This design comes from an exercise in tuning for small area on the open sky130 flow, not from production work. The RTL was checked by simulation tests, not by an equivalence proof against the original design. Power figures rest on the tool's default switching activity, not on a simulated workload.

## v6
Design xpt3, start of the top module:
module xpt3( CLK, RST, KEY, SW, I2C_RDY,
				  AUD_ADCDAT, AUD_DACDAT, AUD_BCLK, AUD_LRCK,
				  SRAM_DQ_IN, SRAM_DQ_OUT, SRAM_DQ_OE, SRAM_ADDR, SRAM_WE_N,
				  MODE, PLAY_SPEED, PLAY_SECONDS, PLAY_FRAMES
				  );
Size in the first run: about 1,400 cells after synthesis, about 170 flip-flops, about 95 I/O pins, roughly 11,000 µm² of cells after synthesis.
clock: 120.0 ns
lec_check: 0
abc_area: 1
cap_margin: 20
core_margin: 2
core_utilization: 65
slew_margin: 20
standard.sh (not shown) runs the stock make flow with config.mk's settings and CLKGATE_MAP_FILE= SYNTH_SCRIPT=/design/flow/synth_recipe.tcl, a recipe that flattens the netlist after the stock synthesis.
==> flow/flow/run.sh <==
#!/bin/bash
# Layout flow: the standard flow, except that synthesis maps the logic with
# a stronger ABC area script and without the full/half-adder extraction, the
# port buffers use the smallest buffer cell, and the clock tree uses small
# clock buffers without dummy loads.
set -euo pipefail
rm -rf scripts_custom
cp -r "$FLOW_HOME/scripts" scripts_custom
cp flow/abc_area.script scripts_custom/abc_area.script
bash standard.sh SCRIPTS_DIR="$PWD/scripts_custom" ADDER_MAP_FILE= synth > synth.log 2>&1
bash standard.sh "BUFFER_PORTS_ARGS=-buffer_cell sky130_fd_sc_hd__buf_1" \
  "CTS_ARGS=-sink_clustering_enable -repair_clock_nets -dont_use_dummy_load -buf_list sky130_fd_sc_hd__clkbuf_8 -root_buf sky130_fd_sc_hd__clkbuf_16 -sink_clustering_size 20 -sink_clustering_max_diameter 60" \
  finish > finish.log 2>&1
==> flow/flow/abc_area.script <==
strash
&get -n
&fraig -x
&put
dc2
strash
&get -n
&deepsyn -T 120
&put
strash
&get -n
&dch -f
&nf -R 1000 -p
&put
Relative to v6, the following input files were edited for v7:
--- a/flow/design.v
+++ b/flow/design.v
@@ -110,32 +110,32 @@
 	reg fa_zero;
 	reg full_r;
 	reg [1:0] op;		 
 	reg [3:0] op_step;
 	reg [15:0] sdata_now;
 	reg [15:0] sdata_past;
 	reg [15:0] tsd;		 
 	reg tsd_zero;
 	reg [15:0] sdata;
 	reg dq_valid;		 
 	reg SRAM_DQ_OE;
-	reg AUD_DACDAT;
 	wire [2:0] counter_limit = speed[2:0];
 	wire lrck = AUD_LRCK;
 	wire win = ( phase == 5'd0 );	 
 	assign SRAM_WE_N = ~( ( state == REC ) | reset );
 	assign MODE = state;
 	assign PLAY_SPEED = speed;
 	assign PLAY_SECONDS = time_sec;
 	assign PLAY_FRAMES = time_div;
 	assign SRAM_DQ_OUT = tsd & {16{dq_valid}};
+	assign AUD_DACDAT = tsd[15] & ~tsd_zero & ~SRAM_DQ_OE;
 	key key_0( KEY[0], CLK, reset, play );
 	key key_1( KEY[1], CLK, reset, rec );
 	key key_2( KEY[2], CLK, reset, stop );
 	key key_3( KEY[3], CLK, reset, spdctrl );
 	Audio Audio_setting( .oAUD_LRCK(AUD_LRCK), .oAUD_BCK(AUD_BCLK), .oLRCK_RISE(lrck_rise), .oBCK_RISE(bclk_rise),
 	                     .oPHASE(phase), .oSTART(start), .iCLK(CLK), .iRST(reset) );
 	wire tdiv_end = &{ time_div[13:10], time_div[7:6], time_div[4:3] };
 	reg [13:0] tdiv_inc;
 	reg [6:0] tsec_inc;
 	reg tc;
 	integer m;
@@ -308,45 +308,41 @@
 			sdata_past <= n_past;
 		end
 	end
 	always @ ( posedge CLK ) begin
 		if (bclk_rise) sdata <= tsd_zero ? 16'd0 : tsd;
 	end
 	always @ ( posedge CLK ) begin
 		if (reset) begin
 			tsd_zero <= 1'b1;
 			dq_valid <= 1'b0;
 			SRAM_DQ_OE <= 1'b1;
-			AUD_DACDAT <= 1'b0;
 		end
 		else begin
 			case(state)
 				PLAY: begin
 					tsd <= play_data;
 					tsd_zero <= 1'b0;
 					SRAM_DQ_OE <= 1'b0;
-					AUD_DACDAT <= play_data[15];
 				end
 				REC: begin
 					if (lrck) begin
 						tsd <= rec_data;
 						tsd_zero <= 1'b0;
 						dq_valid <= ( phase == 5'd31 );
 						SRAM_DQ_OE <= 1'b1;
 					end
-					AUD_DACDAT <= 1'b0;
 				end
 				PLAY_PAUSE, REC_PAUSE: ;
 				default: begin
 					tsd_zero <= 1'b1;
-					AUD_DACDAT <= 1'b0;
 				end
 			endcase
 		end
 	end
 endmodule
 module interp( p, n, c, s, q );
 	input [15:0] p;
 	input [15:0] n;
 	input [2:0] c;
 	input [2:0] s;
 	output [15:0] q;
[summary]
The final layout from v7, which completed every stage, passed the timing, design-rule and antenna checks at the end of the flow.
Cells: v7 has more instances than v6
Between v6 and v7, the core occupancy in the finished layout figures differ only marginally.
Measured against v7, the ratio of total power to cell area of v6 comes out at 0.71 times the reference value.
[compare] base=v6 new=v7: worst slack after detailed placement +4.20 ns; wire length of the first global-routing pass -about 4.5%; critical path depth -146; met1 track utilization from global routing +3.6 points; transition time at the pin with the least slew margin -0.098 ns.
Count of inserted antenna diode cells came out exactly the same in v6 and v7.
Detailed-route vias per instance down 0.086 in v7 wrt v6

[afterwards: timing with drivers on the ports]
How much do the figures lean on ideal ports? The routed layouts below were timed once more, with nothing changed but the port constraints.
Step 1 (the two cells are an assumption about what drives the block):
set clk [get_ports {CLK}]
set_driving_cell -lib_cell sky130_fd_sc_hd__clkbuf_16 $clk
set_driving_cell -lib_cell sky130_fd_sc_hd__buf_2 [delete_from_list [all_inputs] $clk]
Step 2 times the ports against the registers' clock, not the clock port: input delays grow and output delays shrink by t, the midpoint of the rising clock arrivals with the driver on.
a / b / c = ideal ports / drivers / drivers and shift; a / b = the first two.
| run | t (ns) | setup slack, ns | hold WS [ns] | slew at the worst register clock pin (ns) |
|---|---|---|---|---|
| v6 | 0.424 | 66.865 / 66.885 / 66.461 | 0.445 / 0.445 / 0.445 | 0.10 / 0.10 |
| v7 | 0.422 | 71.380 / 71.356 / 71.356 | 0.450 / 0.450 / 0.450 | 0.10 / 0.10 |
After both steps setup and hold are still met in every run listed. The setup slack of v6, which loses most, moves by +0.020 ns with the drivers and by -0.404 ns with both steps.
